What follows belongs to an exercise in optimizing a design on an open flow for small area; a production flow would make more cautious choices. RTL that was checked went through simulation tests only; none was proved equivalent to the original. The clock port is modelled as an ideal driver, which makes a skipped or thinned clock tree look cheaper than it is; a real chip needs a root buffer or a tree. Power is estimated from default activity; no workload was simulated.

==> flow/design.v <==
`timescale 1ns / 1ps
module game (
    clk,
    rst,
    btnR,
    btnS,
    J1,
    J2,
    J3,
    J4,
    J7,
    J8,
    J9,
    J10,
    an,
    seg
);
    input J7;
    input J8;
    input J9;
    input J10;
    output J1;
    output J2;
    output J3;
    output J4;
    input clk;
    input rst;
    input btnR;
    input btnS;
    output reg [3:0] an;
    output reg [6:0] seg;
    reg rst_db;
    reg [10:0] r;      
    reg [4:0] h;
    wire [3:0] s = r[3:0];
    wire [6:0] q = r[10:4];
    wire restart  = rst | btnR;
    wire s_end    = &s;
    wire r_end    = (&r[10:6]) & s_end;      
    wire hold_end = rst_db & r_end;
    wire sat      = h[4] & h[2];
    wire h_inc    = r_end & ~rst_db;
    always @(posedge clk) begin
        if (restart)
            rst_db <= 1'b1;
        else if (hold_end)
            rst_db <= 1'b0;
        if (restart)
            r <= 11'd1864;
        else if (r_end)
            r <= 11'd0;
        else
            r <= r + 11'd1;
        if (rst_db)
            h <= 5'd0;
        else begin
            h[0] <= h[0] ^ h_inc;
            h[1] <= h[1] ^ (h_inc & (h[0] | sat));
            h[4:2] <= h[4:2] + {2'b00, h_inc & h[0] & h[1] & ~sat};
        end
    end
    wire scan_hi   = h[0] ^ q[0];
    wire fastRise  = ~rst_db & s_end & ~scan_hi;
    wire fastFall  = ~rst_db & s_end & scan_hi;
    wire dphase    = ~sat;
    wire blank     = ~rst_db & (h[1] ^ h[0]);
    reg [1:0] dig;
    always @(posedge clk) begin
        if (restart)
            dig <= 2'd0;
        else
            dig <= dig + {1'b0, fastRise};
    end
    reg [1:0] jcol;    
    reg jf;            
    always @(posedge clk) begin
        if (rst) begin
            jcol <= 2'd0;
            jf <= 1'b0;
        end else begin
            jcol <= jcol + {1'b0, fastRise & jf};
            jf <= jf | fastRise;
        end
    end
    assign J1 = (jcol != 2'd0);
    assign J2 = (jcol != 2'd1);
    assign J3 = (jcol != 2'd2);
    assign J4 = (jcol != 2'd3);
    wire [5:0] kkey = {jcol, J7, J8, J9, J10};
    wire kvalid =
        (kkey == 6'b11_1110) |
        (kkey == 6'b11_1101) |
        (kkey == 6'b11_1011) |
        (kkey == 6'b11_0111) |
        (kkey == 6'b10_1110) |
        (kkey == 6'b10_1101) |
        (kkey == 6'b10_1011) |
        (kkey == 6'b01_1110) |
        (kkey == 6'b01_1101) |
        (kkey == 6'b01_1011);
    wire [3:0] knum =
        (kkey == 6'b11_1110) ? 4'd1 :
        (kkey == 6'b11_1101) ? 4'd4 :
        (kkey == 6'b11_1011) ? 4'd7 :
        (kkey == 6'b10_1110) ? 4'd2 :
        (kkey == 6'b10_1101) ? 4'd5 :
        (kkey == 6'b10_1011) ? 4'd8 :
        (kkey == 6'b01_1110) ? 4'd3 :
        (kkey == 6'b01_1101) ? 4'd6 :
        (kkey == 6'b01_1011) ? 4'd9 :
        4'd0;
    reg        kv;       
    reg [3:0]  cv;       
    reg [15:0] value;
    reg [6:0]  timer;
    wire full  = ~(value[15] & value[14]);    
    wire cvF   = cv[3] & cv[2];
    wire ge110 = timer[6] & timer[5] & timer[3] & timer[2] & timer[1];
    wire ge111 = ge110 & timer[0];
    wire vready = full & (&timer[4:0]);
    wire shift = fastRise & ~full & ~kv & ge110 & ~cvF;
    always @(posedge clk) begin
        if (rst) begin
            kv <= 1'b0;
            cv <= 4'hF;
        end else if (rst_db) begin
            if (~kv)
                cv <= 4'hF;
        end else if (fastFall) begin
            kv <= kvalid;
            if (kvalid)
                cv <= knum;
        end else if (shift) begin
            cv <= 4'hF;
        end
    end
    wire tclr = ~full & (kv | (ge110 & ~cvF) | ge111);
    always @(posedge clk) begin
        if (rst | rst_db) begin
            value <= 16'hFFFF;
            timer <= 7'd0;
        end else begin
            if (fastRise & tclr)
                timer <= 7'd0;
            else
                timer <= timer + {6'd0, fastRise & ~vready};
            if (shift)
                value <= {value[11:0], cv};
        end
    end
    reg [4:0] l1;
    reg [3:0] l3;
    reg       lv;        
    reg [4:0] s1;        
    reg [1:0] s3;        
    wire [1:0] g3 = (l3 == 4'd4) ? 2'b01 :
                    (l3 == 4'd9) ? 2'b10 :
                    (l3 == 4'd3 || l3 == 4'd6) ? 2'b00 : 2'b11;
    always @(posedge clk) begin
        if (rst) begin
            l1 <= 5'd7;
            l3 <= 4'd6;
            lv <= 1'b0;
        end else begin
            l1 <= {l1[3:0], l1[4] ^ l1[1]};
            l3 <= {l3[2:0], l3[3] ^ l3[2]};
            if (l1 == 5'd28)
                lv <= 1'b1;
        end
        if (rst_db) begin
            s1 <= lv ? l1 : 5'd0;
            s3 <= g3;
        end
    end
    wire [3:0] r1 =
        (s1 == 5'd15 || s1 == 5'd31 || s1 == 5'd30 || s1 == 5'd28 || s1 == 5'd25 || s1 == 5'd19 || s1 == 5'd6) ? 4'd7 :
        (s1 == 5'd13 || s1 == 5'd26 || s1 == 5'd20 || s1 == 5'd9) ? 4'd6 :
        (s1 == 5'd18 || s1 == 5'd4) ? 4'd9 :
        (s1 == 5'd8) ? 4'd4 :
        (s1 == 5'd16 || s1 == 5'd1) ? 4'd8 :
        (s1 == 5'd2) ? 4'd1 :
        (s1 == 5'd5) ? 4'd2 :
        (s1 == 5'd7) ? 4'd3 :
        4'd5;
    wire [3:0] r4 =
        (s1 == 5'd0) ? 4'd0 :
        (s1 == 5'd15 || s1 == 5'd31 || s1 == 5'd30 || s1 == 5'd28 || s1 == 5'd3 || s1 == 5'd7) ? 4'd5 :
        (s1 == 5'd25 || s1 == 5'd19 || s1 == 5'd6 || s1 == 5'd13 || s1 == 5'd26 || s1 == 5'd20 || s1 == 5'd9) ? 4'd7 :
        (s1 == 5'd18) ? 4'd3 :
        (s1 == 5'd14 || s1 == 5'd29) ? 4'd8 :
        (s1 == 5'd27) ? 4'd1 :
        (s1 == 5'd22) ? 4'd2 :
        (s1 == 5'd12) ? 4'd4 :
        (s1 == 5'd24 || s1 == 5'd17) ? 4'd9 :
        4'd6;
    wire r3n = ~(s3[1] | s3[0]);
    wire [15:0] randInt = {r4, r3n, s3, r3n, 4'd7, r1};
    reg [3:0] rd, vd;
    always @(*) begin
        case (dig)
            2'd0: begin rd = randInt[15:12]; vd = value[15:12]; end
            2'd1: begin rd = randInt[11:8];  vd = value[11:8];  end
            2'd2: begin rd = randInt[7:4];   vd = value[7:4];   end
            default: begin rd = randInt[3:0]; vd = value[3:0]; end
        endcase
    end
    reg miss;
    always @(posedge clk) begin
        if (rst | rst_db)
            miss <= 1'b0;
        else if (full & (rd != vd))
            miss <= 1'b1;
    end
    wire correct = ~miss;
    reg [3:0] bcd;
    always @(*) begin
        bcd = 4'hF;
        an = 4'b1111;
        if (blank) begin
            an = 4'b1111;
        end else if (dphase | ~vready) begin
            bcd = dphase ? rd : vd;
            case (dig)
                2'd0: an = 4'b0111;
                2'd1: an = 4'b1011;
                2'd2: an = 4'b1101;
                2'd3: an = 4'b1110;
            endcase
        end else if (correct) begin
            case (dig)
                2'd0: begin an = 4'b0111; bcd = 4'hA; end
                2'd1: begin an = 4'b1011; bcd = 4'hB; end
                2'd2: begin an = 4'b1101; bcd = 4'hC; end
                2'd3: begin an = 4'b1111; bcd = 4'h0; end
            endcase
        end else begin
            case (dig)
                2'd0: begin an = 4'b0111; bcd = 4'hD; end
                2'd1: begin an = 4'b1011; bcd = 4'hE; end
                default: begin an = 4'b1111; bcd = 4'h0; end
            endcase
        end
    end
    always @(*) begin
        seg =
            (bcd == 4'h0) ? 7'b1000000 :
            (bcd == 4'h1) ? 7'b1111001 :
            (bcd == 4'h2) ? 7'b0100100 :
            (bcd == 4'h3) ? 7'b0110000 :
            (bcd == 4'h4) ? 7'b0011001 :
            (bcd == 4'h5) ? 7'b0010010 :
            (bcd == 4'h6) ? 7'b0000010 :
            (bcd == 4'h7) ? 7'b1111000 :
            (bcd == 4'h8) ? 7'b0000000 :
            (bcd == 4'h9) ? 7'b0010000 :
            (bcd == 4'hA) ? 7'b0010001 :
            (bcd == 4'hB) ? 7'b0000110 :
            (bcd == 4'hC) ? 7'b0010010 :
            (bcd == 4'hD) ? 7'b1001000 :
            (bcd == 4'hE) ? 7'b1000000 :
            7'b1111111;
    end
endmodule
==> flow/config.mk <==
export PLATFORM = sky130hd
export DESIGN_NAME = game
export DESIGN_NICKNAME = game
export VERILOG_FILES = /design/flow/design.v
export SDC_FILE = /design/flow/constraint.sdc
export NUM_CORES = 4
export LEC_CHECK = 0
export CAP_MARGIN = 20
export CORE_MARGIN = 2
export CORE_UTILIZATION = 70
export SLEW_MARGIN = 20
==> flow/constraint.sdc <==
create_clock -name core_clock -period 10.0 [get_ports {clk}]
set_input_delay 2.0000 -clock core_clock [delete_from_list [all_inputs] [get_ports {clk}]]
set_output_delay 2.0000 -clock core_clock [all_outputs]
set_load 0.01 [all_outputs]
standard.sh (not shown) runs the stock make flow with config.mk's settings and CLKGATE_MAP_FILE= SYNTH_SCRIPT=/design/flow/synth_recipe.tcl, a recipe that flattens the netlist after the stock synthesis.
==> flow/flow/run.sh <==
#!/bin/bash
# Layout flow: the standard flow with three changes:
#  - synthesis maps logic with an area-oriented ABC script (flow/area.abc);
#    everything else in synthesis (registers, names) is the standard flow's own script;
#  - port buffers use the smallest buffer cell;
#  - the clock is distributed by four clock buffers, each driving the
#    registers of one quadrant (flow/clock_buffers.tcl replaces ORFS's
#    clock tree synthesis); the clock port drives only those four buffers.
set -euo pipefail
W=$PWD
{ head -n 1 synth_recipe.tcl; cat flow/abc_override.tcl; tail -n +2 synth_recipe.tcl; } > area_synth.tcl
sed "s#SYNTH_SCRIPT=[^ ]*#SYNTH_SCRIPT=$W/area_synth.tcl#" standard.sh > area_standard.sh
export AREA_ABC_SCRIPT=$W/flow/area.abc
export BUFFER_PORTS_ARGS="-buffer_cell sky130_fd_sc_hd__buf_1"
export PRE_CTS_TCL=$W/flow/clock_buffers.tcl
export CLK_BUF_CELL=sky130_fd_sc_hd__clkbuf_8
export CLK_BUF_COUNT=4
bash area_standard.sh > standard.log 2>&1
Other scripts of this flow, unchanged in this note and not shown: flow/flow/abc_override.tcl, flow/flow/area.abc, flow/flow/clock_buffers.tcl
Rerun with:
--- a/flow/design.v
+++ b/flow/design.v
@@ -34,22 +34,20 @@
     reg [4:0] h;
     wire [3:0] s = r[3:0];
     wire [6:0] q = r[10:4];
     wire restart  = rst | btnR;
     wire s_end    = &s;
-    wire r_end    = (&r[10:6]) & s_end;      
-    wire hold_end = rst_db & r_end;
+    wire r_end    = (q == 7'd124) & s_end;
+    wire hold_end = rst_db & (q == 7'd8) & (s == 4'd7);
     wire sat      = h[4] & h[2];
     wire h_inc    = r_end & ~rst_db;
     always @(posedge clk) begin
         if (restart)
             rst_db <= 1'b1;
         else if (hold_end)
             rst_db <= 1'b0;
-        if (restart)
-            r <= 11'd1864;
-        else if (r_end)
+        if (restart | hold_end | r_end)
             r <= 11'd0;
         else
             r <= r + 11'd1;
         if (rst_db)
             h <= 5'd0;
@@ -111,15 +109,16 @@
         4'd0;
     reg        kv;       
     reg [3:0]  cv;       
     reg [15:0] value;
     reg [6:0]  timer;
+    reg        vready;
     wire full  = ~(value[15] & value[14]);    
     wire cvF   = cv[3] & cv[2];
     wire ge110 = timer[6] & timer[5] & timer[3] & timer[2] & timer[1];
     wire ge111 = ge110 & timer[0];
-    wire vready = full & (&timer[4:0]);
+    wire ge30  = timer[6] | timer[5] | (timer[4] & timer[3] & timer[2] & timer[1]);
     wire shift = fastRise & ~full & ~kv & ge110 & ~cvF;
     always @(posedge clk) begin
         if (rst) begin
             kv <= 1'b0;
             cv <= 4'hF;
@@ -136,16 +135,19 @@
     end
     wire tclr = ~full & (kv | (ge110 & ~cvF) | ge111);
     always @(posedge clk) begin
         if (rst | rst_db) begin
             value <= 16'hFFFF;
+            vready <= 1'b0;
             timer <= 7'd0;
         end else begin
             if (fastRise & tclr)
                 timer <= 7'd0;
             else
-                timer <= timer + {6'd0, fastRise & ~vready};
+                timer <= timer + {6'd0, fastRise};
+            if (fastRise & full & ge30)
+                vready <= 1'b1;
             if (shift)
                 value <= {value[11:0], cv};
         end
     end
     reg [4:0] l1;
What happened: Global-route usage climbs by 2.7 points; hold slack hardly moves; critical path depth drops by 4; routed wire length climbs by roughly a tenth; total power climbs slightly; synthesized area climbs by a few percent; design area climbs by a few percent; die area climbs slightly; fmax drops slightly; worst setup slack degrades by 0.057 ns; utilization climbs by 0.81 points; final cell count climbs by a few percent; via count climbs by a few percent.
Only the layout flow was run in the second run of this note; the RTL was not checked for function there. No run of this note takes its clock network from TritonCTS; it comes from the design's own scripts or RTL.

========
## main
game, a different RTL version from the one above (not shown whole).
Size in the first run: about 420 cells after synthesis, ~67 flip-flops, roughly 23 I/O pins.
Settings: LEC_CHECK=0, CAP_MARGIN=20, CORE_MARGIN=2, CORE_UTILIZATION=80, SLEW_MARGIN=20; clock period 10.0 ns.
==> flow/flow/run.sh <==
#!/bin/bash
# Layout flow: the standard flow with three changes:
#  - synthesis maps logic with an area-oriented ABC script (flow/area.abc),
#    and leaves adders to ABC too (no separate half/full adder cells);
#    everything else in synthesis (registers, names) is the standard flow's own script;
#  - port buffers use the smallest buffer cell;
#  - the clock is distributed by four clock buffers, each driving the
#    registers of one quadrant (flow/clock_buffers.tcl replaces ORFS's
#    clock tree synthesis); the clock port drives only those four buffers.
set -euo pipefail
W=$PWD
{ head -n 1 synth_recipe.tcl; cat flow/abc_override.tcl; tail -n +2 synth_recipe.tcl; } > area_synth.tcl
sed "s#SYNTH_SCRIPT=[^ ]*#SYNTH_SCRIPT=$W/area_synth.tcl ADDER_MAP_FILE=#" standard.sh > area_standard.sh
export AREA_ABC_SCRIPT=$W/flow/area.abc
export BUFFER_PORTS_ARGS="-buffer_cell sky130_fd_sc_hd__buf_1"
export PRE_CTS_TCL=$W/flow/clock_buffers.tcl
export CLK_BUF_CELL=sky130_fd_sc_hd__clkbuf_8
export CLK_BUF_COUNT=4
bash area_standard.sh > standard.log 2>&1
==> flow/flow/abc_override.tcl <==
# Map with an area-oriented ABC script instead of the standard speed script.
proc abc {args} {
  set i [lsearch -exact $args -script]
  if { $i >= 0 } {
    lset args [expr {$i + 1}] $::env(AREA_ABC_SCRIPT)
  }
  yosys abc {*}$args
}
==> flow/flow/area.abc <==
strash
dch -f
map -a
mfs
strash
dch -f
map -a
mfs
strash
dch -f
amap
strash
dch -f
amap
topo
stime -c
==> flow/flow/clock_buffers.tcl <==
proc clock_tree_synthesis { args } {
  set block [ord::get_db_block]
  set db [ord::get_db]
  set master [$db findMaster $::env(CLK_BUF_CELL)]
  set ngroups $::env(CLK_BUF_COUNT)
  foreach clk [all_clocks] {
    foreach src [get_property $clk sources] {
      set pname [get_full_name $src]
      set net [[$block findBTerm $pname] getNet]
      set sinks {}
      foreach it [$net getITerms] {
        set bb [[$it getInst] getBBox]
        lappend sinks [list [expr {([$bb xMin] + [$bb xMax]) / 2}] [expr {([$bb yMin] + [$bb yMax]) / 2}] $it]
      }
      # split the sinks into ngroups groups: halves by x, then each half by y
      set groups [list $sinks]
      set axis 0
      while { [llength $groups] < $ngroups } {
        set next {}
        foreach grp $groups {
          set grp [lsort -integer -index $axis $grp]
          set m [expr {[llength $grp] / 2}]
          lappend next [lrange $grp 0 [expr {$m - 1}]] [lrange $grp $m end]
        }
        set groups $next
        set axis [expr {1 - $axis}]
      }
      for { set g 0 } { $g < [llength $groups] } { incr g } {
        set group [lindex $groups $g]
        if { [llength $group] == 0 } { continue }
        set buf [odb::dbInst_create $block $master clkbuf_${g}_$pname]
        set newnet [odb::dbNet_create $block clknet_${g}_$pname]
        $newnet setSigType CLOCK
        set sx 0; set sy 0
        foreach s $group {
          set it [lindex $s 2]
          $it disconnect
          $it connect $newnet
          set sx [expr {$sx + [lindex $s 0]}]
          set sy [expr {$sy + [lindex $s 1]}]
        }
        foreach it [$buf getITerms] {
          set mt [$it getMTerm]
          if { [$mt getSigType] == "POWER" || [$mt getSigType] == "GROUND" } { continue }
          if { [$mt getIoType] == "INPUT" } { $it connect $net } else { $it connect $newnet }
        }
        set k [llength $group]
        $buf setLocation [expr {$sx / $k}] [expr {$sy / $k}]
        $buf setPlacementStatus PLACED
        puts "clock buffer [$buf getName] ([$master getName]) drives $k sinks of $pname"
      }
    }
  }
  set_propagated_clock [all_clocks]
}
For main, the flow was terminated by a tool error in global placement (3_3_place_gp) and produced no final design.
The following lists how the feature branch was set up differently from main:
--- a/flow/design.v
+++ b/flow/design.v
@@ -121,28 +121,31 @@
                 cv <= 4'hF;
         end else if (fastFall) begin
             kv <= kvalid;
             if (kvalid)
                 cv <= knum;
         end else if (shift) begin
             cv <= 4'hF;
         end
     end
-    wire tclr = ~full & (kv | (ge110 & ~cvF));
+    wire tclr = kv | (ge110 & ~cvF);
     always @(posedge clk) begin
         if (rst | rst_db) begin
             value <= 16'hFFFF;
             timer <= 7'd0;
         end else begin
-            if (fastRise & tclr)
+            if (full) begin
+                timer[4:0] <= timer[4:0] + {4'd0, fastRise & ~vready};
+                timer[6] <= timer[6] | miss;
+            end else if (fastRise & tclr)
                 timer <= 7'd0;
             else
-                timer <= timer + {6'd0, fastRise & ~vready};
+                timer <= timer + {6'd0, fastRise};
             if (shift)
                 value <= {value[11:0], cv};
         end
     end
     reg [4:0] l1;
     reg [3:0] l3;
     reg [4:0] s1;        
     reg [1:0] s3;        
     wire [1:0] g3 = (l3 == 4'd4) ? 2'b01 :
@@ -188,26 +191,20 @@
     reg [3:0] rd, vd;
     always @(*) begin
         case (dig)
             2'd0: begin rd = randInt[15:12]; vd = value[15:12]; end
             2'd1: begin rd = randInt[11:8];  vd = value[11:8];  end
             2'd2: begin rd = randInt[7:4];   vd = value[7:4];   end
             default: begin rd = randInt[3:0]; vd = value[3:0]; end
         endcase
     end
-    reg miss;
-    always @(posedge clk) begin
-        if (rst | rst_db)
-            miss <= 1'b0;
-        else if (full & (rd != vd))
-            miss <= 1'b1;
-    end
-    wire correct = ~miss;
+    wire miss = (rd != vd);
+    wire correct = ~timer[6];
     wire show = dphase | ~vready;
     reg [3:0] bcd;
     always @(*) begin
         an[3] = ~(~blank & (dig == 2'd0));
         an[2] = ~(~blank & (dig == 2'd1));
         an[1] = ~(~blank & (dig == 2'd2) & (show | correct));
         an[0] = ~(~blank & (dig == 2'd3) & show);
         if (show)
             bcd = dphase ? rd : vd;
## What came out
global placement (3_3_place_gp): the feature branch exited with error. The feature branch against main: number of synthesized register bits -1; share of flip-flops with an asynchronous set or reset ~0 delta; cell row count ~0 delta; post-synth net total +8. Of the feature branch and main, main shows the higher fraction of the yosys area taken by sequential cells, with the feature branch below it. Going from main to the feature branch, xor and xnor area share after synthesis went down 0.28 points, die height held, number of distinct library cells after synthesis went down 8.1%, mean instance size in the synthesized netlist went down 1.2%, simple-gate area share of the yosys netlist went up 1.1 points. Lower area after synthesis goes to main over the feature branch. Number of standard cells after synthesis (the feature branch over main): increase, 8. Between the feature branch and main, the difference in horizontal extent of the die is negligible.
The RTL of the feature branch was laid out without a check of its function.

-- afterwards: timing with drivers on the ports --
Ports are ideal in the flow. The routed layouts listed here were re-timed in OpenROAD.
Step 1, drivers: a clkbuf_16 drives clk and a buf_2 each remaining input, both assumed.
Step 2 also shifts input and output timing later by t, the mid clock arrival at the registers, as if the neighbouring blocks saw the same clock.
Slacks: no drivers / after step 1 / after step 2; pairs: no drivers / after step 1.
run | shift t [ns] | setup slack, ns | worst setup path after step 2 | worst data-port slew with drivers (ns) | cell pins on the clock port's net
the first run of note 1 | 0.214 | 3.697 / 3.639 / 3.853 | register to output | 0.03 | 4
the second run of note 1 | 0.214 | 3.641 / 3.583 / 3.797 | register to output | 0.03 | 4
After both steps setup and hold are still met in every run listed.
